What follows belongs to an exercise in optimizing a design on an open flow for small area and a short achievable clock period; a production flow would make more cautious choices.
Function was checked by simulation only, so behaviour that the tests miss may differ from the original.

==> flow/design.v (outline; a module is shown in full before it is edited, if it fits) <==
// module mips: 78 lines
// module CPU: 323 lines
// module BRIDGE: 27 lines
// module TC: 71 lines
// module CONTROLLER: 619 lines
// module NPC: 46 lines
// module GRF: 25 lines
// module CMP: 14 lines
// module EXT: 7 lines
// module ALU: 39 lines
// module CP0: 66 lines
// module MULTDIV: 152 lines
// module cneg: 17 lines
// module regD: 27 lines
// module regE: 58 lines
// module regM: 39 lines
// module regW: 27 lines
// module IF_ExcDetect: 16 lines
// module D_ExcDetect: 43 lines
// module E_ExcDetect: 38 lines
// module M_ExcDetect: 9 lines
// module DATA_BYTE: 48 lines
// module DATA_EXTEND: 25 lines
module mips(
	input clk,                    
    input reset,                  
    input interrupt,              
    output [31:0] macroscopic_pc,  
    output [31:0] i_inst_addr,     
    input  [31:0] i_inst_rdata,    
    output [31:0] m_data_addr,     
    input  [31:0] m_data_rdata,    
    output [31:0] m_data_wdata,    
    output [3 :0] m_data_byteen,   
    output [31:0] m_int_addr,     
    output [3 :0] m_int_byteen,   
    output [31:0] m_inst_addr,     
    output w_grf_we,               
    output [4 :0] w_grf_addr,      
    output [31:0] w_grf_wdata,     
    output [31:0] w_inst_addr      
    );
  // ...
==> flow/run.sh <==
#!/bin/bash
# synth_recipe.tcl (not shown) runs the flow's synth.tcl, then flattens the netlist and writes it again
# the make line also repeats each setting of config.mk as NAME=value (left out here)
make -C /OpenROAD-flow-scripts/flow DESIGN_CONFIG=/design/flow/config.mk WORK_HOME=/design/flow/orfs CLKGATE_MAP_FILE= SYNTH_SCRIPT=/design/flow/synth_recipe.tcl finish
==> flow/config.mk <==
export PLATFORM = sky130hd
export DESIGN_NAME = mips
export DESIGN_NICKNAME = mips
export VERILOG_FILES = /design/flow/design.v
export SDC_FILE = /design/flow/constraint.sdc
export NUM_CORES = 4
export LEC_CHECK = 0
export ABC_AREA = 0
export ABC_CLOCK_PERIOD_IN_PS = 50000
export CAP_MARGIN = 40
export CELL_PAD_IN_SITES_DETAIL_PLACEMENT = 0
export CELL_PAD_IN_SITES_GLOBAL_PLACEMENT = 1
export CORE_MARGIN = 2
export CORE_UTILIZATION = 45
export PLACE_DENSITY = 0.62
export SLEW_MARGIN = 40
==> flow/constraint.sdc <==
create_clock -name core_clock -period 125.0 [get_ports {clk}]
set_input_delay 25.0000 -clock core_clock [delete_from_list [all_inputs] [get_ports {clk}]]
set_output_delay 25.0000 -clock core_clock [all_outputs]
set_load 0.01 [all_outputs]
==> impl_metrics.env, run 1 <==
export IMPL_status="timing/DRC/antenna clean"
export IMPL_pre_cts_slack_ns=72.72
export IMPL_yosysUniqueCellTypes=140
export IMPL_layout_drive_gt1_share_pct=10.2
export IMPL_initial_core_util_pct=45.1
export IMPL_grt_pass1_wl_um=807000
export IMPL_synth_top_family_by_area="compound AO/OA/AOI/OAI gates"
export IMPL_arrival_ns=27.32
export IMPL_antenna_found_initial=49
export IMPL_holdPathStages=1
export IMPL_cts_setup_buffers=0
export IMPL_wl_met2_um=248000
export IMPL_min_period_over_period_pct=41.9
export IMPL_final_area_um2=132000
export IMPL_dp_cells=15300
export IMPL_grt_pass1_vias=102000
export IMPL_holdWs_ns=0.375
export IMPL_critical_path_class="input port to output port"
export IMPL_timing_final_crit_period_ns=52.32
export IMPL_crit_path_top_delay_cell="clkdlybuf4s50_1"
export IMPL_worst_pin_slew_ns=1.02
export IMPL_taps=3384
export IMPL_largest_register="cpu.grf.r"
export IMPL_hold_viol=0
export IMPL_critPathMaxStageDelay_ns=0.54
export IMPL_synth_compound_area_share_pct=20.6
export IMPL_syn_inst=12100
export IMPL_synth_ff_type="edfxtp_1"
export IMPL_ant_nets=0
export IMPL_setup_slack_ns=72.68
export IMPL_fp_dieW_um=511
export IMPL_routed_wirelength_um=588000
export IMPL_synth_mux_area_share_pct=2.73
==> module GRF, before the edit <==
module GRF(
	input clk,
	input reset,
	input WE,
	input [31:0] WD,
	input [4:0] A1,
	input [4:0] A2,
	input [4:0] A3,
	input [31:0] WPC,
	output [31:0] RD1,
	output [31:0] RD2
    );
reg [31:0] r [31:1];
wire [31:0] rr [0:31];
wire [31:0] wd = WD & {32{~reset}};
genvar g;
generate for (g = 1; g < 32; g = g + 1) begin: gr
	wire en = reset | (WE && A3 == g);
	always @(posedge clk) if (en) r[g] <= wd;
	assign rr[g] = r[g];
end endgenerate
assign rr[0] = 32'd0;
assign RD1 = rr[A1];
assign RD2 = rr[A2];
endmodule
==> module MULTDIV, before the edit <==
module MULTDIV(
    input clk,
    input reset,
	input [3:0] MD_Op,
    input [31:0] A,
    input [31:0] B,
	output reg busy,
    output reg [31:0] HI,
    output reg [31:0] LO
    );
reg [3:0] cnt;
wire isMult = (MD_Op == 0) || (MD_Op == 2);
wire isDiv = (MD_Op == 1) || (MD_Op == 3);
wire isSigned = (MD_Op == 0) || (MD_Op == 1);
wire issue = isMult || isDiv;
reg mode_div;           
reg neg_q, neg_r, dz;   
reg [32:0] ph;          
reg [34:0] pl;          
reg [32:0] md;          
wire aNeg = isSigned & A[31];
wire bNeg = isSigned & B[31];
wire negA = isDiv ? aNeg : bNeg;
wire [32:0] A33 = {aNeg, A};
wire [32:0] nA;
wire [31:0] absB;
cneg #(33) negA_u (.x(A33), .n(negA), .y(nA));
cneg #(32) negB_u (.x(B), .n(bNeg), .y(absB));
reg [32:0] h, t, y, hm, ym;
reg [34:0] l, lm;
reg [33:0] s, sm;
reg [32:0] s0, s1;
reg c, c0, c1, cm;
integer k, j, b;
always @(*) begin
	h = ph;
	l = pl;
	s = 0; s0 = 0; s1 = 0; t = 0; y = 0; c = 0; c0 = 0; c1 = 0;
	for (k = 0; k < 7; k = k + 1) begin
		t = {h[31:0], l[34]};
		y = ~md;
		c = 1'b1;
		for (b = 0; b < 3; b = b + 1) begin
			c0 = 1'b0;
			c1 = 1'b1;
			for (j = 11 * b; j < 11 * b + 11; j = j + 1) begin
				s0[j] = t[j] ^ y[j] ^ c0;
				c0 = (t[j] & y[j]) | (t[j] & c0) | (y[j] & c0);
				s1[j] = t[j] ^ y[j] ^ c1;
				c1 = (t[j] & y[j]) | (t[j] & c1) | (y[j] & c1);
				s[j] = c ? s1[j] : s0[j];
			end
			c = c ? c1 : c0;
		end
		l = {l[33:0], c};
		h = c ? s[32:0] : t;
	end
end
always @(*) begin
	hm = ph;
	lm = pl;
	sm = 0; ym = 0; cm = 0;
	for (k = 0; k < 7; k = k + 1) begin
		ym = md & {33{lm[0]}};
		cm = 1'b0;
		for (j = 0; j < 33; j = j + 1) begin
			sm[j] = hm[j] ^ ym[j] ^ cm;
			cm = (hm[j] & ym[j]) | (hm[j] & cm) | (ym[j] & cm);
		end
		sm[33] = hm[32] ^ ym[32] ^ cm;
		hm = sm[33:1];
		lm = {sm[0], lm[34:1]};
	end
end
wire [31:0] q = l[31:0];
wire [31:0] r = h[31:0];
wire [31:0] resLo = mode_div ? (dz ? 32'd0 : q) : lm[31:0];
wire [31:0] resHi = mode_div ? (dz ? 32'd0 : r) : {hm[28:0], lm[34:32]};
reg fix_q, fix_r;
wire [31:0] fixLo, fixHi;
cneg #(32) negQ_u (.x(LO), .n(fix_q), .y(fixLo));
cneg #(32) negR_u (.x(HI), .n(fix_r), .y(fixHi));
wire iterate = (cnt != 0) && (cnt <= 5);
always @(posedge clk) begin
	if (issue) begin
		mode_div <= isDiv;
		neg_q <= aNeg ^ bNeg;
		neg_r <= aNeg;
		dz <= (B == 0);
		ph <= 0;
		pl <= {3'b000, isDiv ? nA[31:0] : absB};
		md <= isDiv ? {1'b0, absB} : nA;
	end
	else if (iterate) begin
		ph <= mode_div ? h : hm;
		pl <= mode_div ? l : lm;
	end
end
always @(posedge clk) begin
	if (reset) begin
		fix_q <= 0;
		fix_r <= 0;
	end
	else begin
		fix_q <= (cnt == 1) && !issue && mode_div && !dz && neg_q;
		fix_r <= (cnt == 1) && !issue && mode_div && !dz && neg_r;
	end
end
always @(posedge clk) begin
	if (reset) begin
		busy <= 0;
		cnt <= 0;
		HI <= 0;
		LO <= 0;
	end
	else if (cnt == 0) begin
		if (fix_q) LO <= fixLo;
		if (fix_r) HI <= fixHi;
		case (MD_Op) 
			0, 2: begin
				busy <= 1;
				cnt <= 5;
				end
			1, 3: begin
				busy <= 1;
				cnt <= 10;
				end
			4: HI <= A;
			5: LO <= A;
			default: begin
				busy <= 0;
				cnt <= 0;
			end
		endcase
	end
	else begin  
		if (issue) begin
			busy <= 1;
			cnt <= 5;
		end
		else if (cnt == 1) begin
			busy <= 0;
			cnt <= 0;
			HI <= resHi;
			LO <= resLo;
		end
		else begin
			cnt <= cnt - 1;
		end
	end
end
endmodule
==> run 2: changes to the inputs <==
--- a/flow/design.v
+++ b/flow/design.v
@@ -1183,7 +1183,6 @@
 	input [31:0] WPC,
-	output [31:0] RD1,
-	output [31:0] RD2
+	output reg [31:0] RD1,
+	output reg [31:0] RD2
     );
 reg [31:0] r [31:1];
-wire [31:0] rr [0:31];
 wire [31:0] wd = WD & {32{~reset}};
@@ -1193,7 +1192,14 @@
 	always @(posedge clk) if (en) r[g] <= wd;
-	assign rr[g] = r[g];
 end endgenerate
-assign rr[0] = 32'd0;
-assign RD1 = rr[A1];
-assign RD2 = rr[A2];
+wire [31:0] s1 = 32'd1 << A1;
+wire [31:0] s2 = 32'd1 << A2;
+integer i;
+always @(*) begin
+	RD1 = 32'd0;
+	RD2 = 32'd0;
+	for (i = 1; i < 32; i = i + 1) begin
+		RD1 = RD1 | (r[i] & {32{s1[i]}});
+		RD2 = RD2 | (r[i] & {32{s2[i]}});
+	end
+end
 endmodule
@@ -1352,4 +1358,7 @@
 reg neg_q, neg_r, dz;   
-reg [32:0] ph;          
-reg [34:0] pl;          
+reg [2:0] phx;
+reg [7:0] plx;
+wire [34:0] ph = {phx, HI};  
+wire [39:0] pl = {plx, LO};  
+reg pv;                 
 reg [32:0] md;          
@@ -1363,5 +1372,8 @@
 cneg #(32) negB_u (.x(B), .n(bNeg), .y(absB));
-reg [32:0] h, t, y, hm, ym;
-reg [34:0] l, lm;
-reg [33:0] s, sm;
+reg [32:0] h, t, y;
+reg [34:0] l, hm, ym, M1, M2;
+reg [39:0] lm;
+reg [33:0] s;
+reg [35:0] sm;
+reg pvm, bneg, bone, btwo;
 reg [32:0] s0, s1;
@@ -1370,4 +1382,4 @@
 always @(*) begin
-	h = ph;
-	l = pl;
+	h = ph[32:0];
+	l = pl[34:0];
 	s = 0; s0 = 0; s1 = 0; t = 0; y = 0; c = 0; c0 = 0; c1 = 0;
@@ -1396,7 +1408,13 @@
 	lm = pl;
-	sm = 0; ym = 0; cm = 0;
-	for (k = 0; k < 7; k = k + 1) begin
-		ym = md & {33{lm[0]}};
-		cm = 1'b0;
-		for (j = 0; j < 33; j = j + 1) begin
+	pvm = pv;
+	M1 = {{2{md[32]}}, md};
+	M2 = {md[32], md, 1'b0};
+	sm = 0; ym = 0; cm = 0; bneg = 0; bone = 0; btwo = 0;
+	for (k = 0; k < 4; k = k + 1) begin
+		bneg = lm[1] & ~(lm[0] & pvm);
+		bone = lm[0] ^ pvm;
+		btwo = (lm[1] & ~lm[0] & ~pvm) | (~lm[1] & lm[0] & pvm);
+		ym = ((M1 & {35{bone}}) | (M2 & {35{btwo}})) ^ {35{bneg}};
+		cm = bneg;
+		for (j = 0; j < 35; j = j + 1) begin
 			sm[j] = hm[j] ^ ym[j] ^ cm;
@@ -1404,5 +1422,6 @@
 		end
-		sm[33] = hm[32] ^ ym[32] ^ cm;
-		hm = sm[33:1];
-		lm = {sm[0], lm[34:1]};
+		sm[35] = hm[34] ^ ym[34] ^ cm;
+		pvm = lm[1];
+		hm = {sm[35], sm[35:2]};
+		lm = {sm[1:0], lm[39:2]};
 	end
@@ -1412,3 +1431,3 @@
 wire [31:0] resLo = mode_div ? (dz ? 32'd0 : q) : lm[31:0];
-wire [31:0] resHi = mode_div ? (dz ? 32'd0 : r) : {hm[28:0], lm[34:32]};
+wire [31:0] resHi = mode_div ? (dz ? 32'd0 : r) : {hm[23:0], lm[39:32]};
 reg fix_q, fix_r;
@@ -1418,2 +1437,5 @@
 wire iterate = (cnt != 0) && (cnt <= 5);
+wire [34:0] nh = mode_div ? {2'b00, h} : hm;
+wire [39:0] nl = mode_div ? {5'd0, l} : lm;
+wire [31:0] initL = isDiv ? nA[31:0] : absB;
 always @(posedge clk) begin
@@ -1424,9 +1446,11 @@
 		dz <= (B == 0);
-		ph <= 0;
-		pl <= {3'b000, isDiv ? nA[31:0] : absB};
+		pv <= 1'b0;
 		md <= isDiv ? {1'b0, absB} : nA;
+		phx <= 3'd0;
+		plx <= 8'd0;
 	end
 	else if (iterate) begin
-		ph <= mode_div ? h : hm;
-		pl <= mode_div ? l : lm;
+		pv <= pvm;
+		phx <= nh[34:32];
+		plx <= nl[39:32];
 	end
@@ -1450,2 +1474,8 @@
 	end
+	else if (issue) begin
+		busy <= 1;
+		cnt <= (cnt == 0 && isDiv) ? 4'd10 : 4'd5;
+		HI <= 32'd0;
+		LO <= initL;
+	end
 	else if (cnt == 0) begin
@@ -1454,10 +1484,2 @@
 		case (MD_Op) 
-			0, 2: begin
-				busy <= 1;
-				cnt <= 5;
-				end
-			1, 3: begin
-				busy <= 1;
-				cnt <= 10;
-				end
 			4: HI <= A;
@@ -1470,15 +1492,13 @@
 	end
-	else begin  
-		if (issue) begin
-			busy <= 1;
-			cnt <= 5;
-		end
-		else if (cnt == 1) begin
-			busy <= 0;
-			cnt <= 0;
-			HI <= resHi;
-			LO <= resLo;
-		end
-		else begin
-			cnt <= cnt - 1;
+	else if (cnt == 1) begin
+		busy <= 0;
+		cnt <= 0;
+		HI <= resHi;
+		LO <= resLo;
+	end
+	else begin
+		cnt <= cnt - 1;
+		if (iterate) begin
+			HI <= nh[31:0];
+			LO <= nl[31:0];
 		end
--- a/flow/config.mk
+++ b/flow/config.mk
@@ -7,5 +7,5 @@
 export LEC_CHECK = 0
-export ABC_AREA = 0
+export ABC_AREA = 1
 export ABC_CLOCK_PERIOD_IN_PS = 50000
-export CAP_MARGIN = 40
+export CAP_MARGIN = 15
 export CELL_PAD_IN_SITES_DETAIL_PLACEMENT = 0
@@ -13,4 +13,6 @@
 export CORE_MARGIN = 2
-export CORE_UTILIZATION = 45
-export PLACE_DENSITY = 0.62
-export SLEW_MARGIN = 40
+export CORE_UTILIZATION = 50
+export CTS_CLUSTER_DIAMETER = 60
+export CTS_CLUSTER_SIZE = 30
+export PLACE_DENSITY = 0.66
+export SLEW_MARGIN = 15
==> impl_metrics.env, run 2 <==
export IMPL_synth_top_cell_by_area="edfxtp_1"
export IMPL_path_clk_slew_ns=0.07
export IMPL_fp_dieW_um=477
export IMPL_synth_fp_nets=14200
export IMPL_holdPathStages=2
export IMPL_synth_edff_count=1029
export IMPL_slew_headroom_pct=7.13
export IMPL_routed_wirelength_um=504000
export IMPL_numPortBuffers=336
export IMPL_clk_path_buf_depth=3
export IMPL_mostFrequentLayoutCell="nand2_1"
export IMPL_cp_required_ns=100.00
export IMPL_initial_core_util_pct=50.3
export IMPL_area_growth_pct=11.6
export IMPL_ant_nets=0
export IMPL_critical_path_class="input port to output port"
export IMPL_grt_max_degree=138
export IMPL_final_util_pct=56.1
export IMPL_synth_async_reset_ratio_pct=0
export IMPL_holdWs_ns=0.414
export IMPL_dpl_hpwl_um=363000
export IMPL_most_common_layout_cells="nand2_1 (3051), inv_1 (1358), o21ai_0 (1046), edfxtp_1 (1029), dfxtp_1 (836)"
export IMPL_drv_cap=0
export IMPL_cp_max_fo=4
export IMPL_avgSynthCellArea_um2=8.32
export IMPL_setup_viol=0
export IMPL_syn_inst=13400
export IMPL_path_buf_inv=5
export IMPL_reg_top3="cpu.grf.r x992, cpu.md.md x33"
export IMPL_cts_setup_buffers=0
export IMPL_yosysUniqueCellTypes=70
export IMPL_yosysWarnings=21
export IMPL_r2r_slack_ns=77.05
export IMPL_largest_register="cpu.grf.r"
export IMPL_yosys_top_cells_area="edfxtp_1 (28%), dfxtp_1 (15%), nand2_1 (10%)"
export IMPL_dieArea_um2=227000
export IMPL_status="timing/DRC/antenna clean"
export IMPL_max_clock_freq_ghz=0.0190
export IMPL_viasPerCell=6.45
export IMPL_htreeDepth=4
export IMPL_crit_top_cell="inv_1"
export IMPL_root_buffer="clkbuf_16"
export IMPL_wl_per_cell_um=30.4
export IMPL_skew_ns=0.0956
export IMPL_antenna_found_initial=35
export IMPL_cts_hold_buf=0
export IMPL_globalRoute_totalOverflow=0
export IMPL_crit_path_top_delay_cell="clkdlybuf4s50_1"
export IMPL_ctsResizeCount=0
export IMPL_hold_viol=0
export IMPL_die_h_um=477
export IMPL_reg2reg_to="cpu.md.phx[0]"
export IMPL_synth_top_cells_by_count="nand2_1 (3063), inv_1 (1363), o21ai_0 (1084)"
export IMPL_io_pins=337
export IMPL_layout_drive_gt1_share_pct=6.87
export IMPL_cts_tree="built"
export IMPL_ys_ff_latch=1867
export IMPL_final_area_um2=125000
export IMPL_drtIter0Drc=16000
export IMPL_timing_final_crit_period_ns=52.63
export IMPL_grt_pass1_wl_um=713000
export IMPL_drc=0
export IMPL_critPathMaxStageDelay_ns=0.57
export IMPL_place_area_um2=119000
export IMPL_hold_class="flip-flop to flip-flop"
export IMPL_arrival_ns=27.63
export IMPL_synth_ff_type="edfxtp_1"
export IMPL_path_cells="clkdlybuf4s50_1 -> inv_1 -> o211ai_1 -> nand3_1 -> nand2_2 -> nor2_1 -> inv_1 -> nor2_1 -> nor4_1 -> inv_1 -> nand4_1 -> nor3_1 -> clkdlybuf4s50_1"
export IMPL_via_count=107000
export IMPL_r2r_cells=142
export IMPL_critPathLaunchType="input port"
export IMPL_synth_most_common_cell="nand2_1"
export IMPL_gp_congestion=1.02
export IMPL_rsz0062_at_grt="no"
export IMPL_netlist_area_um2=112000
export IMPL_r2r_start="cpu.md.md[1]"
export IMPL_design_core_area_um2=222000
export IMPL_end_kind="output port"
export IMPL_min_period_over_period_pct=42.1
export IMPL_slew_viol_final=0
export IMPL_fin_nets=14200
export IMPL_grt_pass1_vias=99100
export IMPL_ys_seq_area_share_pct=42.7
export IMPL_setup_tns_ns=0
export IMPL_grtUsageTotal_pct=42.9
export IMPL_yosys_area_top_type_share_pct=27.7
export IMPL_path_delay_family="buffers and inverters"
export IMPL_regArea_um2=47700
export IMPL_hold_start="cpu.E.A3[4]"
export IMPL_rows=173
export IMPL_largest_register_ffs=992
export IMPL_clock_latency_ns=0.89
export IMPL_filler_cell_count=20200
export IMPL_numCtsBuffers=155
export IMPL_holdPathEnd="cpu.M.A3[4]"
export IMPL_clkSinkCount=1867
export IMPL_worst_pin_slew_ns=1.38
export IMPL_first_pass_iters=9
export IMPL_multiInputGateArea_um2=56000
[run 2: cell types whose count changed in the layout (fill, tap and decap cells not counted), moves of 208 or more]
cell	delta
nand3_1	+258
nand2_1	+1708
a21oi_1	-283
nor2_1	-220
a22o_1	-255
o22ai_1	+277
mux2i_1	-230
xor2_1	+208
o21ai_0	+731
a22oi_1	-401
inv_1	+948
[run 2: worst max path at each step]
stage | depth (start not counted) | start | slack, ns | to
6_report | 13 | interrupt | 72.37 | m_data_byteen[1]
5_1_grt | 13 | interrupt | 72.15 | m_data_byteen[0]
4_1_cts | 13 | interrupt | 72.45 | m_data_byteen[1]
3_5_place_dp | 13 | interrupt | 72.46 | m_data_byteen[1]
3_3_place_gp | 13 | interrupt | 72.36 | m_data_byteen[0]
2_1_floorplan | 11 | interrupt | 73.59 | m_data_byteen[0]
[run 2: per-stage QoR]
| step | cells | worst slack, ns |
|---|---|---|
| final | 16600 | 72.37 |
| after global routing | 16600 | 72.15 |
| after CTS | 16600 | 72.45 |
| after detailed placement | 16300 | 72.46 |
| after global placement | 16300 | 72.36 |
| after floorplan | 13400 | 73.59 |
[run 2: layout make-up]
type                    count  area share (%)
multi-input cells        9300            44.9
flip-flops and latches   1867            38.2
repair buffers            707            4.95
inverters                1437            4.34
clock buffers             169            3.18
well taps                2975            2.98
clock inverters           120            1.34
diodes                     20          0.0401
[run 2: kinds of logic (layout without fill, tap and decap cells)]
| logic type | after synthesis | after routing | synth area share [%] |
|---|---|---|---|
| simple gates | 4806 | 4806 | 17.7 |
| compound gates | 3342 | 3342 | 18.4 |
| buf+inv | 2261 | 2433 | 8.08 |
| flops | 1867 | 1867 | 42.7 |
| fa+ha+maj | 661 | 661 | 9.20 |
| xor+xnor | 478 | 478 | 3.75 |
| mux | 13 | 13 | 0.116 |
| other cells | 0 | 20 | 0 |
[run 2: per-layer routing]
layer / track usage (%) / vias up / share of wire, %
met4: 23.1 / 28 / 6.5
met1: 57.0 / 51500 / 38
li1: - / 46600 / -
met2: 62.3 / 7573 / 42
met3: 13.3 / 1333 / 14
met5: 0 / - / 0.045
[run 2: worst min-delay path, cell delays in order, from the launching register on]
cell and delay (ns):
dfxtp_1 0.30, inv_1 0.04, nor2_1 0.03
==> run 3: changes to the inputs <==
--- a/flow/config.mk
+++ b/flow/config.mk
@@ -13,6 +13,6 @@
 export CORE_MARGIN = 2
-export CORE_UTILIZATION = 50
+export CORE_UTILIZATION = 58
 export CTS_CLUSTER_DIAMETER = 60
 export CTS_CLUSTER_SIZE = 30
-export PLACE_DENSITY = 0.66
+export PLACE_DENSITY = 0.72
 export SLEW_MARGIN = 15
==> impl_metrics.env, run 3 <==
export IMPL_ctsResizeCount=0
export IMPL_fp_dieW_um=443
export IMPL_numCtsBuffers=143
export IMPL_arrival_ns=27.97
export IMPL_critical_path_class="input port to output port"
export IMPL_final_util_pct=64.3
export IMPL_io_pins=337
export IMPL_timing_final_crit_period_ns=52.97
export IMPL_setup_viol=0
export IMPL_layout_drive_gt1_share_pct=6.51
export IMPL_clock_latency_ns=0.87
export IMPL_yosysWarnings=21
export IMPL_synth_async_reset_ratio_pct=0
export IMPL_synth_top_cell_by_area="edfxtp_1"
export IMPL_cts_tree="built"
export IMPL_initial_core_util_pct=58.2
export IMPL_largest_register="cpu.grf.r"
export IMPL_routed_wirelength_um=480000
export IMPL_rsz0062_at_grt="no"
export IMPL_rows=161
export IMPL_htreeDepth=4
export IMPL_synth_top_cells_by_count="nand2_1 (3063), inv_1 (1363), o21ai_0 (1084)"
export IMPL_cp_max_fo=4
export IMPL_setup_tns_ns=0
export IMPL_status="timing/DRC/antenna clean"
export IMPL_syn_inst=13400
export IMPL_slew_viol_final=0
export IMPL_avgSynthCellArea_um2=8.32
export IMPL_dieArea_um2=196000
export IMPL_ant_nets=0
export IMPL_gp_congestion=1.08
export IMPL_first_pass_iters=9
export IMPL_globalRoute_totalOverflow=0
export IMPL_min_period_over_period_pct=42.4
export IMPL_area_growth_pct=10.5
export IMPL_via_count=108000
export IMPL_dpl_hpwl_um=343000
export IMPL_die_h_um=443
export IMPL_holdWs_ns=0.411
export IMPL_clk_path_buf_depth=3
export IMPL_design_core_area_um2=192000
export IMPL_ys_ff_latch=1867
export IMPL_hold_class="flip-flop to flip-flop"
export IMPL_path_cells="clkdlybuf4s50_1 -> inv_1 -> o211ai_1 -> nand3_1 -> nand2_2 -> nor2_1 -> inv_1 -> nor2_1 -> nor4_1 -> inv_1 -> nand4_1 -> nor3_1 -> clkdlybuf4s50_1"
export IMPL_fin_nets=14200
export IMPL_clkSinkCount=1867
export IMPL_critPathLaunchType="input port"
export IMPL_grt_pass1_wl_um=687000
export IMPL_ys_seq_area_share_pct=42.7
export IMPL_cts_hold_buf=0
export IMPL_synth_most_common_cell="nand2_1"
export IMPL_synthAdderAreaFrac_pct=9.20
export IMPL_worst_pin_slew_ns=1.39
export IMPL_crit_top_cell="inv_1"
export IMPL_root_buffer="clkbuf_16"
export IMPL_yosysUniqueCellTypes=70
export IMPL_synth_top_family_by_area="compound AO/OA/AOI/OAI gates"
export IMPL_end_kind="output port"
export IMPL_drv_cap=0
export IMPL_viasPerCell=6.73
export IMPL_drtIter0Drc=18300
export IMPL_crit_path_top_delay_cell="nor2_1"
export IMPL_numPortBuffers=336
export IMPL_most_common_layout_cells="nand2_1 (3050), inv_1 (1359), o21ai_0 (1049), edfxtp_1 (1029), dfxtp_1 (835)"
export IMPL_synth_edff_count=1029
export IMPL_critPathMaxStageDelay_ns=0.58
export IMPL_grt_max_degree=88
export IMPL_mostFrequentLayoutCell="nand2_1"
export IMPL_synth_simple_gate_area_share_pct=17.7
export IMPL_grtUsageTotal_pct=47.5
export IMPL_yosys_top_cells_area="edfxtp_1 (28%), dfxtp_1 (15%), nand2_1 (10%)"
export IMPL_synth_fp_nets=14200
export IMPL_hold_viol=0
export IMPL_slew_headroom_pct=7.13
export IMPL_cts_setup_buffers=0
export IMPL_synth_mux_area_share_pct=0.116
export IMPL_largest_register_ffs=992
export IMPL_antenna_found_initial=30
export IMPL_path_clk_slew_ns=0.09
export IMPL_synth_xor_area_share_pct=3.75
export IMPL_synth_ff_type="edfxtp_1"
export IMPL_skew_ns=0.103
export IMPL_yosys_area_top_type_share_pct=27.7
export IMPL_reg_top3="cpu.grf.r x992, cpu.md.md x33"
export IMPL_wl_per_cell_um=29.8
export IMPL_netlist_area_um2=112000
export IMPL_synth_compound_area_share_pct=18.4
export IMPL_drc=0
export IMPL_cp_required_ns=100.00
export IMPL_max_clock_freq_ghz=0.0189
export IMPL_grt_pass1_vias=101000
## run 3: critical path: cells and delay by family
kind | cells | cell delay [ns]
buffers and inverters | 5 | 1.40
AO/OA/AOI/OAI | 1 | 0.09
AND/OR/NAND/NOR | 7 | 1.49
## run 3: worst paths after layout
| path | start | end | depth (start not counted) | slack [ns] |
|---|---|---|---|---|
| worst max-delay path | interrupt | m_data_byteen[1] | 13 | 72.03 |
| worst min-delay path | cpu.controller.ERF_Wr | cpu.controller.MRF_Wr | 2 | 0.41 |
| worst max register to register | cpu.md.md[1] | cpu.md.HI[19] | 137 | 76.89 |
| worst min register to register | cpu.controller.ERF_Wr | cpu.controller.MRF_Wr | 2 | 0.41 |
## run 3: kinds of logic after synthesis
logic type,count (synthesis)
AOI/OAI and AO/OA,3342
DFF,1867
adders and majority gates,661
xor gates and xnor gates,478
and+or+nand+nor,4806
muxes,13
buffers and inverters,2261
## run 3: routing by layer
metal  vias to the layer above  GRT usage, %  share of wire (%)
met5                         -             0              0.049
met3                      1993          17.2                 15
met2                      8556          67.9                 41
met4                        30          30.8                8.1
met1                     51300          60.6                 36
li1                      46400             -                  -
## run 3: layout make-up
type / count / area (um^2)
diodes: 22 / 55.1
multi-input cells: 9300 / 56000
inverters: 1437 / 5420
repair buffers: 675 / 5930
well taps: 2526 / 3160
clock buffers: 156 / 3720
flip-flops and latches: 1867 / 47700
fillers: 16100 / 68500
clock inverters: 111 / 1490
## run 3: stage by stage
| step | setup slack (ns) | instances | instance area (um^2) |
|---|---|---|---|
| finish | 72.03 | 16100 | 123000 |
| CTS | 72.17 | 16100 | 123000 |
| detailed placement | 72.16 | 15800 | 118000 |
| global placement | 72.14 | 15800 | 118000 |
| floorplan | 73.59 | 13400 | 112000 |
| global route | 71.86 | 16100 | 123000 |
==> run 4: changes to the inputs <==
==> flow/flow/run.sh (new file) <==
#!/bin/bash
# Layout flow: the standard flow (standard.sh) with two changes after synthesis:
#  - the ports are buffered with sky130_fd_sc_hd__buf_1 (buffer_ports -buffer_cell)
#    instead of the delay buffer buffer_ports picks by default;
#  - the setup repair margin of ORFS's repair_timing is raised, so that the resizer
#    also works on the paths from the interrupt input to the byte-enable outputs
#    (their slack is about 73 ns at the 125 ns clock, so a margin above that makes
#    them repair targets).
# Synthesis is the standard one, unchanged. Each make run's full output goes to its
# own log file here.
set -euo pipefail
MARGIN=${MARGIN:-75.5}
sed "s/CLKGATE_MAP_FILE= /CLKGATE_MAP_FILE= SETUP_SLACK_MARGIN=$MARGIN 'BUFFER_PORTS_ARGS=-buffer_cell sky130_fd_sc_hd__buf_1' /" standard.sh > standard_mod.sh
bash standard.sh synth > synth.log 2>&1
bash standard_mod.sh floorplan > floorplan.log 2>&1
bash standard_mod.sh place > place.log 2>&1
bash standard_mod.sh cts > cts.log 2>&1
bash standard_mod.sh grt > grt.log 2>&1
bash standard_mod.sh finish > finish.log 2>&1
test -f out/final.def
==> flow/standard.sh (new file) <==
#!/bin/bash
# synth_recipe.tcl (not shown) runs the flow's synth.tcl, then flattens the netlist and writes it again
# the make line also repeats each setting of config.mk as NAME=value (left out here)
make -C /OpenROAD-flow-scripts/flow DESIGN_CONFIG=/design/flow/config.mk WORK_HOME=/design/flow/orfs CLKGATE_MAP_FILE= SYNTH_SCRIPT=/design/flow/synth_recipe.tcl "${@:-finish}"
--- a/flow/config.mk
+++ b/flow/config.mk
@@ -13,6 +13,6 @@
 export CORE_MARGIN = 2
-export CORE_UTILIZATION = 58
+export CORE_UTILIZATION = 50
 export CTS_CLUSTER_DIAMETER = 60
 export CTS_CLUSTER_SIZE = 30
-export PLACE_DENSITY = 0.72
+export PLACE_DENSITY = 0.66
 export SLEW_MARGIN = 15
removed: flow/run.sh
==> impl_metrics.env, run 4 <==
export IMPL_max_clock_freq_ghz=0.0193
export IMPL_yosys_top_cells_area="edfxtp_1 (28%), dfxtp_1 (15%), nand2_1 (10%)"
export IMPL_fin_nets=14200
export IMPL_clock_latency_ns=0.88
export IMPL_timing_final_crit_period_ns=51.77
export IMPL_avgSynthCellArea_um2=8.32
export IMPL_synth_top_cells_by_count="nand2_1 (3063), inv_1 (1363), o21ai_0 (1084)"
export IMPL_clkSinkCount=1867
export IMPL_synth_ff_type="edfxtp_1"
export IMPL_path_clk_slew_ns=0.10
export IMPL_yosysWarnings=21
export IMPL_cp_max_fo=3
export IMPL_dpl_hpwl_um=365000
export IMPL_netlist_area_um2=112000
export IMPL_globalRoute_totalOverflow=0
export IMPL_initial_core_util_pct=50.3
export IMPL_ys_ff_latch=1867
export IMPL_synth_async_reset_ratio_pct=0
export IMPL_critPathLaunchType="input port"
export IMPL_yosysUniqueCellTypes=70
export IMPL_layout_drive_gt1_share_pct=7.16
export IMPL_largest_register_ffs=992
export IMPL_rsz0062_at_grt="yes"
export IMPL_via_count=107000
export IMPL_worst_pin_slew_ns=1.41
export IMPL_ys_seq_area_share_pct=42.7
export IMPL_yosys_area_top_type_share_pct=27.7
export IMPL_most_common_layout_cells="nand2_1 (3048), inv_1 (1354), o21ai_0 (1048), edfxtp_1 (1029), dfxtp_1 (836)"
export IMPL_slew_headroom_pct=5.16
export IMPL_grtUsageTotal_pct=43.1
export IMPL_first_pass_iters=7
export IMPL_root_buffer="clkbuf_16"
export IMPL_grt_max_degree=142
export IMPL_routed_wirelength_um=506000
export IMPL_area_growth_pct=9.96
export IMPL_critical_path_class="input port to output port"
export IMPL_numCtsBuffers=154
export IMPL_io_pins=337
export IMPL_die_h_um=477
export IMPL_fp_dieW_um=477
export IMPL_wl_per_cell_um=30.5
export IMPL_antenna_found_initial=43
export IMPL_mostFrequentLayoutCell="nand2_1"
export IMPL_syn_inst=13400
export IMPL_arrival_ns=26.77
export IMPL_design_core_area_um2=222000
export IMPL_synth_top_cell_by_area="edfxtp_1"
export IMPL_numPortBuffers=336
export IMPL_drtIter0Drc=16200
export IMPL_reg_top3="cpu.grf.r x992, cpu.md.md x33"
export IMPL_dieArea_um2=227000
export IMPL_cts_hold_buf=0
export IMPL_synth_fp_nets=14200
export IMPL_drc=0
export IMPL_gp_congestion=1.03
export IMPL_end_kind="output port"
export IMPL_hold_viol=0
export IMPL_status="timing/DRC/antenna clean"
export IMPL_synth_most_common_cell="nand2_1"
export IMPL_hold_class="flip-flop to flip-flop"
export IMPL_cp_required_ns=100.00
export IMPL_drv_cap=0
export IMPL_htreeDepth=4
export IMPL_min_period_over_period_pct=41.4
export IMPL_final_util_pct=55.3
export IMPL_rows=173
export IMPL_ant_nets=0
export IMPL_setup_tns_ns=0
export IMPL_grt_pass1_wl_um=716000
export IMPL_viasPerCell=6.45
export IMPL_cts_tree="built"
export IMPL_synth_edff_count=1029
export IMPL_clk_path_buf_depth=3
export IMPL_grt_pass1_vias=99200
export IMPL_slew_viol_final=0
export IMPL_skew_ns=0.109
export IMPL_setup_viol=0
export IMPL_largest_register="cpu.grf.r"
## run 4: cell counts after synthesis
No cell type changed its count.
## run 4: routing by layer
layer | up-vias | part of all wire (%) | wire (um) | track usage (%)
met5 | - | 0.062 | 316 | 0
met4 | 30 | 6.3 | 32100 | 22.9
met3 | 1354 | 14 | 70100 | 14.5
met2 | 7422 | 42 | 211000 | 62.6
met1 | 51700 | 38 | 192000 | 56.6
li1 | 46600 | - | - | -
## run 4: metrics by stage
step	hold WS [ns]	area [um^2]	instances	worst slack [ns]
finish	0.418	123000	16600	73.23
global route	0.443	123000	16600	73.21
CTS	0.420	123000	16600	73.32
detailed placement	0.405	117000	16300	72.94
global placement	0.406	117000	16300	72.90
floorplan	0.393	112000	13400	73.67
## run 4: cell families (layout without fill, tap and decap cells)
logic type / after synthesis / count (layout) / share of synthesized area, %
and+or+nand+nor: 4806 / 4806 / 17.7
AOI/OAI and AO/OA: 3342 / 3342 / 18.4
buffers and inverters: 2261 / 2438 / 8.08
DFF: 1867 / 1867 / 42.7
adders and majority gates: 661 / 661 / 9.20
xor gates and xnor gates: 478 / 478 / 3.75
muxes: 13 / 13 / 0.116
other: 0 / 27 / 0
## run 4: timing repair
action,CTS,global route
setup endpoints to repair,8,42
resized for setup,15,14
pin swaps,5,6
buffers inserted,10,2
## run 4: final timing paths
check	start	to	slack, ns	cells after the start
hold / removal	cpu.M.A3[3]	cpu.W.A3[3]	0.42	2
setup reg to reg	cpu.md.md[1]	cpu.md.HI[15]	77.85	143
setup / recovery	interrupt	m_data_byteen[3]	73.23	14
hold reg to reg	cpu.M.A3[3]	cpu.W.A3[3]	0.42	2
## run 4: cell type report
| class | instances | area (um^2) |
|---|---|---|
| inverter | 1437 | 5440 |
| antenna | 27 | 67.6 |
| clock buffer | 163 | 3960 |
| tap | 2975 | 3720 |
| timing repair buffer | 713 | 4140 |
| fill | 20600 | 99200 |
| clock inverter | 125 | 1710 |
| multi-input combinational | 9300 | 56100 |
| sequential | 1867 | 47700 |
## run 4: critical path, cell delays in order
cell and delay (ns):
buf_8 0.09, inv_8 0.02, o211ai_1 0.25, nand3_2 0.16
nand2_4 0.18, nor2_4 0.08, nand2_2 0.08, inv_2 0.06
nor4_2 0.27, inv_1 0.10, nand4_1 0.16, buf_4 0.16
nor2_2 0.03, buf_2 0.13
==> run 5: changes to the inputs <==
--- a/flow/flow/run.sh
+++ b/flow/flow/run.sh
@@ -11,3 +11,3 @@
 set -euo pipefail
-MARGIN=${MARGIN:-75.5}
+MARGIN=${MARGIN:-78}
 sed "s/CLKGATE_MAP_FILE= /CLKGATE_MAP_FILE= SETUP_SLACK_MARGIN=$MARGIN 'BUFFER_PORTS_ARGS=-buffer_cell sky130_fd_sc_hd__buf_1' /" standard.sh > standard_mod.sh
==> impl_metrics.env, run 5 <==
export IMPL_numPortBuffers=336
export IMPL_grt_max_degree=142
export IMPL_grt_pass1_wl_um=716000
export IMPL_top_usage_layer="met2"
export IMPL_netlist_area_um2=112000
export IMPL_setup_viol=0
export IMPL_hold_viol=0
export IMPL_setup_tns_ns=0
export IMPL_routed_wirelength_um=507000
export IMPL_ys_seq_area_share_pct=42.7
export IMPL_path_buf_inv=6
export IMPL_worst_pin_slew_ns=1.37
export IMPL_yosys_top_cells_area="edfxtp_1 (28%), dfxtp_1 (15%), nand2_1 (10%)"
export IMPL_slew_viol_final=0
export IMPL_yosys_area_top_type_share_pct=27.7
export IMPL_fp_dieW_um=477
export IMPL_avgSynthCellArea_um2=8.32
export IMPL_clk_path_buf_depth=3
export IMPL_largest_register_ffs=992
export IMPL_layout_drive_gt1_share_pct=7.29
export IMPL_ys_ff_latch=1867
export IMPL_cts_tree="built"
export IMPL_die_h_um=477
export IMPL_synth_most_common_cell="nand2_1"
export IMPL_via_count=107000
export IMPL_critPathLaunchType="input port"
export IMPL_globalRoute_totalOverflow=0
export IMPL_grt_pass1_vias=99100
export IMPL_area_growth_pct=10.1
export IMPL_synth_fp_nets=14200
export IMPL_status="timing/DRC/antenna clean"
export IMPL_most_common_layout_cells="nand2_1 (3048), inv_1 (1353), o21ai_0 (1048), edfxtp_1 (1029), dfxtp_1 (836)"
export IMPL_path_delay_family="simple AND/OR/NAND/NOR gates"
export IMPL_ant_nets=0
export IMPL_yosysUniqueCellTypes=70
export IMPL_holdPathStages=2
export IMPL_fin_nets=14200
export IMPL_design_core_area_um2=222000
export IMPL_mostFrequentLayoutCell="nand2_1"
export IMPL_final_area_um2=123000
export IMPL_path_clk_slew_ns=0.10
export IMPL_htreeDepth=4
export IMPL_regArea_um2=47700
export IMPL_yosysWarnings=21
export IMPL_min_period_over_period_pct=41.4
export IMPL_cp_max_fo=3
export IMPL_filler_cell_count=20600
export IMPL_critical_path_class="input port to output port"
export IMPL_first_pass_iters=7
export IMPL_initial_core_util_pct=50.3
export IMPL_syn_inst=13400
export IMPL_rows=173
export IMPL_hold_class="flip-flop to flip-flop"
export IMPL_largest_register="cpu.grf.r"
export IMPL_grt_use_met2_pct=62.5
export IMPL_r2r_cells=148
export IMPL_max_clock_freq_ghz=0.0193
export IMPL_critPathMaxStageDelay_ns=0.27
export IMPL_grtUsageTotal_pct=43.1
export IMPL_io_pins=337
export IMPL_arrival_ns=26.76
export IMPL_path_cells="buf_8 -> inv_8 -> o211ai_1 -> nand3_2 -> nand2_4 -> nor2_4 -> nand2_2 -> inv_2 -> nor4_2 -> inv_1 -> nand4_1 -> buf_4 -> nor2_2 -> buf_2"
export IMPL_antenna_found_initial=43
export IMPL_gp_congestion=1.03
export IMPL_reg_top3="cpu.grf.r x992, cpu.md.md x33"
export IMPL_synth_async_reset_ratio_pct=0
export IMPL_multiInputGateArea_um2=56200
export IMPL_end_kind="output port"
export IMPL_drc=0
export IMPL_clock_latency_ns=0.88
export IMPL_dpl_hpwl_um=365000
export IMPL_synth_top_cells_by_count="nand2_1 (3063), inv_1 (1363), o21ai_0 (1084)"
export IMPL_numCtsBuffers=154
export IMPL_synth_top_cell_by_area="edfxtp_1"
export IMPL_path_depth=14
export IMPL_synth_edff_count=1029
export IMPL_clkSinkCount=1867
export IMPL_skew_ns=0.106
export IMPL_cp_required_ns=100.00
export IMPL_place_area_um2=117000
export IMPL_holdWs_ns=0.421
export IMPL_viasPerCell=6.45
export IMPL_rsz0062_at_grt="yes"
export IMPL_crit_path_top_delay_cell="nor4_2"
export IMPL_wl_per_cell_um=30.5
export IMPL_met1_usage_pct=56.6
export IMPL_root_buffer="clkbuf_16"
export IMPL_drv_cap=0
export IMPL_use_met3_pct=14.5
export IMPL_slew_headroom_pct=7.99
export IMPL_timing_final_crit_period_ns=51.76
export IMPL_drtIter0Drc=16100
export IMPL_synth_ff_type="edfxtp_1"
export IMPL_dieArea_um2=227000
run 5: worst reg2reg max path, delay by kind of cell, from the launching register on:
family                     cells  cell delay (ns)
DFF                            1             0.44
AOI/OAI and AO/OA              8             1.14
and+or+nand+nor               51             7.40
buffers and inverters         18             3.47
adders and majority gates     71            32.30
run 5: layer usage:
metal | vias to the layer above | wire length (um)
li1 | 46600 | -
met5 | - | 155
met2 | 7347 | 212000
met3 | 1379 | 69800
met4 | 22 | 32800
met1 | 51800 | 193000
run 5: cells by family (layout without fill, tap and decap cells):
group	count (synthesis)	after routing	synth area share (%)
flops	1867	1867	42.7
xor+xnor	478	478	3.75
simple gates	4806	4810	17.7
fa+ha+maj	661	661	9.20
other cells	0	23	0
buf+inv	2261	2446	8.08
mux	13	13	0.116
compound gates	3342	3342	18.4
run 5: area by class of cell:
type / instances / area share, %
Multi-Input combinational cell: 9304 / 45.7
Sequential cell: 1867 / 38.8
Inverter: 1437 / 4.45
Timing Repair Buffer: 721 / 3.42
Clock buffer: 163 / 3.22
Tap cell: 2975 / 3.03
Clock inverter: 125 / 1.39
Antenna cell: 23 / 0.0468
run 5: final timing paths:
path | startpoint | to | slack, ns
max | interrupt | m_data_byteen[3] | 73.24
min | cpu.controller.ERF_Wr | cpu.controller.MRF_Wr | 0.42
max reg2reg | cpu.md.md[0] | cpu.md.HI[12] | 80.05
min reg2reg | cpu.controller.ERF_Wr | cpu.controller.MRF_Wr | 0.42
run 5: repair_timing:
item	CTS	global route
endpoints found under the hold margin	0	0
gates cloned	0	4
hold buffers	0	0
setup buffers	10	10
pin swaps	5	7
endpoints found under the setup margin	42	42
resized for setup	25	17
run 5: stage by stage:
step / utilization, % / setup slack [ns] / cells
after floorplan: - / 73.67 / 13400
after global routing: 55.4 / 73.21 / 16600
after global placement: 52.6 / 72.90 / 16300
final: 55.4 / 73.24 / 16600
after detailed placement: 52.6 / 72.94 / 16300
after CTS: 55.3 / 73.32 / 16600
==> run 6: changes to the inputs <==
--- a/flow/flow/run.sh
+++ b/flow/flow/run.sh
@@ -11,3 +11,3 @@
 set -euo pipefail
-MARGIN=${MARGIN:-78}
+MARGIN=${MARGIN:-75.5}
 sed "s/CLKGATE_MAP_FILE= /CLKGATE_MAP_FILE= SETUP_SLACK_MARGIN=$MARGIN 'BUFFER_PORTS_ARGS=-buffer_cell sky130_fd_sc_hd__buf_1' /" standard.sh > standard_mod.sh
--- a/flow/config.mk
+++ b/flow/config.mk
@@ -13,6 +13,6 @@
 export CORE_MARGIN = 2
-export CORE_UTILIZATION = 50
+export CORE_UTILIZATION = 55
 export CTS_CLUSTER_DIAMETER = 60
 export CTS_CLUSTER_SIZE = 30
-export PLACE_DENSITY = 0.66
+export PLACE_DENSITY = 0.7
 export SLEW_MARGIN = 15
==> impl_metrics.env, run 6 <==
export IMPL_status="timing/DRC/antenna clean"
export IMPL_cts_tree="built"
export IMPL_synth_async_reset_ratio_pct=0
export IMPL_critPathLaunchType="input port"
export IMPL_antenna_found_initial=31
export IMPL_ys_ff_latch=1867
export IMPL_holdWs_ns=0.410
export IMPL_fp_dieW_um=455
export IMPL_numCtsBuffers=150
export IMPL_design_core_area_um2=202000
export IMPL_netlist_area_um2=112000
export IMPL_holdPathEnd="cpu.E.PC[20]"
export IMPL_routed_wirelength_um=493000
export IMPL_io_pins=337
export IMPL_most_common_layout_cells="nand2_1 (3048), inv_1 (1354), o21ai_0 (1047), edfxtp_1 (1029), dfxtp_1 (835)"
export IMPL_setup_tns_ns=0
export IMPL_ys_seq_area_share_pct=42.7
export IMPL_arrival_ns=26.71
export IMPL_max_clock_freq_ghz=0.0193
export IMPL_drtIter0Drc=17100
export IMPL_path_delay_family="simple AND/OR/NAND/NOR gates"
export IMPL_synth_most_common_cell="nand2_1"
export IMPL_htreeDepth=4
export IMPL_largest_register_ffs=992
export IMPL_drv_cap=0
export IMPL_yosys_area_top_type_share_pct=27.7
export IMPL_gp_congestion=1.08
export IMPL_reg_top3="cpu.grf.r x992, cpu.md.md x33"
export IMPL_wl_per_cell_um=30.3
export IMPL_fin_cells=16300
export IMPL_r2r_start="cpu.md.md[1]"
export IMPL_numPortBuffers=336
export IMPL_layout_drive_gt1_share_pct=6.99
export IMPL_r2r_cells=141
export IMPL_critical_path_class="input port to output port"
export IMPL_globalRoute_totalOverflow=0
export IMPL_grt_pass1_wl_um=699000
export IMPL_syn_inst=13400
export IMPL_setup_slack_ns=73.29
export IMPL_grt_pass1_vias=101000
export IMPL_startpoint="interrupt"
export IMPL_hold_viol=0
export IMPL_timing_final_crit_period_ns=51.71
export IMPL_min_period_over_period_pct=41.4
export IMPL_fin_nets=14200
export IMPL_end_kind="output port"
export IMPL_cts_hold_buf=0
export IMPL_clock_latency_ns=0.91
export IMPL_path_cells="buf_8 -> inv_8 -> o211ai_1 -> nand3_2 -> nand2_2 -> nor2_4 -> buf_12 -> inv_8 -> nor2_4 -> nor4_4 -> inv_1 -> nand4_1 -> nor3_2 -> buf_2"
export IMPL_dpl_hpwl_um=352000
export IMPL_filler_cell_count=17600
export IMPL_r2r_slack_ns=77.64
export IMPL_cp_required_ns=100.00
export IMPL_via_count=108000
export IMPL_path_buf_inv=6
export IMPL_setup_viol=0
export IMPL_grt_max_degree=145
export IMPL_pre_cts_slack_ns=73.04
export IMPL_synth_top_cell_by_area="edfxtp_1"
export IMPL_hold_class="flip-flop to flip-flop"
export IMPL_dp_cells=16000
export IMPL_clk_path_buf_depth=3
export IMPL_yosysWarnings=21
export IMPL_hold_start="cpu.D.PC[20]"
export IMPL_holdPathStages=2
export IMPL_slew_headroom_pct=9.71
export IMPL_mostFrequentLayoutCell="nand2_1"
export IMPL_viasPerCell=6.64
export IMPL_slew_viol_final=0
export IMPL_synth_ff_type="edfxtp_1"
export IMPL_crit_path_top_delay_cell="nor3_2"
export IMPL_synth_fp_nets=14200
export IMPL_rows=165
export IMPL_yosys_top_cells_area="edfxtp_1 (28%), dfxtp_1 (15%), nand2_1 (10%)"
export IMPL_worst_pin_slew_ns=1.34
export IMPL_avgSynthCellArea_um2=8.32
export IMPL_ant_nets=0
export IMPL_clkSinkCount=1867
export IMPL_area_growth_pct=9.50
export IMPL_yosysUniqueCellTypes=70
export IMPL_synth_top_cells_by_count="nand2_1 (3063), inv_1 (1363), o21ai_0 (1084)"
export IMPL_synth_edff_count=1029
export IMPL_path_clk_slew_ns=0.09
export IMPL_critPathMaxStageDelay_ns=0.27
export IMPL_rsz0062_at_grt="yes"
export IMPL_cp_max_fo=4
export IMPL_first_pass_iters=7
export IMPL_largest_register="cpu.grf.r"
export IMPL_skew_ns=0.0740
export IMPL_reg2reg_to="cpu.md.HI[12]"
export IMPL_root_buffer="clkbuf_16"
export IMPL_dieArea_um2=207000
export IMPL_die_h_um=455
export IMPL_grtUsageTotal_pct=46.3
export IMPL_initial_core_util_pct=55.3
export IMPL_drc=0
## run 6: cell counts after synthesis
Identical to the previous run, type by type.
## run 6: worst min-delay path: stages, from the launching register on
cell     delay, ns
dfxtp_1       0.31
inv_1         0.06
nor2_1        0.04
## run 6: kinds of logic after synthesis
family,Yosys count,synth area share [%]
and+or+nand+nor,4806,17.7
AOI/OAI and AO/OA,3342,18.4
buffers and inverters,2261,8.08
DFF,1867,42.7
adders and majority gates,661,9.20
xor gates and xnor gates,478,3.75
muxes,13,0.116
## run 6: worst max path at each step
| stage | end | slack [ns] | cells after the start |
|---|---|---|---|
| after global routing | m_data_byteen[1] | 73.20 | 14 |
| after CTS | m_data_byteen[1] | 73.40 | 14 |
| after global placement | m_data_byteen[1] | 73.04 | 13 |
| after detailed placement | m_data_byteen[0] | 73.04 | 13 |
| after floorplan | m_data_byteen[0] | 73.67 | 11 |
| final | m_data_byteen[1] | 73.29 | 14 |
## run 6: what timing repair did
action / CTS / global route
pin swaps: 6 / 5
hold endpoints to repair: 0 / 0
gates resized for setup: 21 / 18
setup endpoints to repair: 8 / 42
setup buffers: 10 / 5
## run 6: final cells by class
type | count | area [um^2] | area share [%]
clock inverter | 116 | 1760 | 1.44
clock buffer | 164 | 3920 | 3.20
timing repair buffer | 695 | 4060 | 3.32
inverter | 1437 | 5450 | 4.45
antenna | 11 | 27.5 | 0.0225
multi-input combinational | 9300 | 56100 | 45.9
tap | 2672 | 3340 | 2.73
sequential | 1867 | 47700 | 39.0
## run 6: layer usage
metal | part of all wire (%) | vias up | wire (um) | GRT usage (%)
met4 | 7.4 | 30 | 36500 | 27.5
met3 | 15 | 1813 | 71400 | 15.0
li1 | - | 46500 | - | -
met5 | 0.055 | - | 273 | 1.10
met1 | 36 | 51300 | 178000 | 59.9
met2 | 42 | 8338 | 206000 | 67.6
## run 6: metrics by stage
stage	area, um^2	util, %
2_1_floorplan	112000	-
3_3_place_gp	116000	57.6
3_5_place_dp	116000	57.6
4_1_cts	122000	60.5
5_1_grt	122000	60.5
6_report	122000	60.5

[afterwards: timing with drivers on the ports]
No port has a modelled driver above. Below, the same layouts with a new extraction and two added sets of constraints. Step 1, drivers: a clkbuf_16 drives clk and a buf_2 each remaining input, both assumed. Step 2 moves the port delays by t, midway between the first and last clock arrival at a register: inputs arrive t later, outputs are due t later. That takes back most of the time a late clock gives input paths. a / b / c = no drivers / after step 1 / after step 2; a / b = the first two.
run	t (ns)	slack for setup (ns)	worst setup path at the end
run 1	0.972	72.677 / 72.656 / 72.656	input to output
run 2	0.941	72.374 / 72.343 / 72.343	input to output
run 3	0.921	72.025 / 71.998 / 71.998	input to output
run 4	0.934	73.233 / 73.169 / 73.169	input to output
run 5	0.937	73.239 / 73.175 / 73.175	input to output
run 6	0.968	73.294 / 73.250 / 73.250	input to output
After both steps every run listed still meets setup and hold.
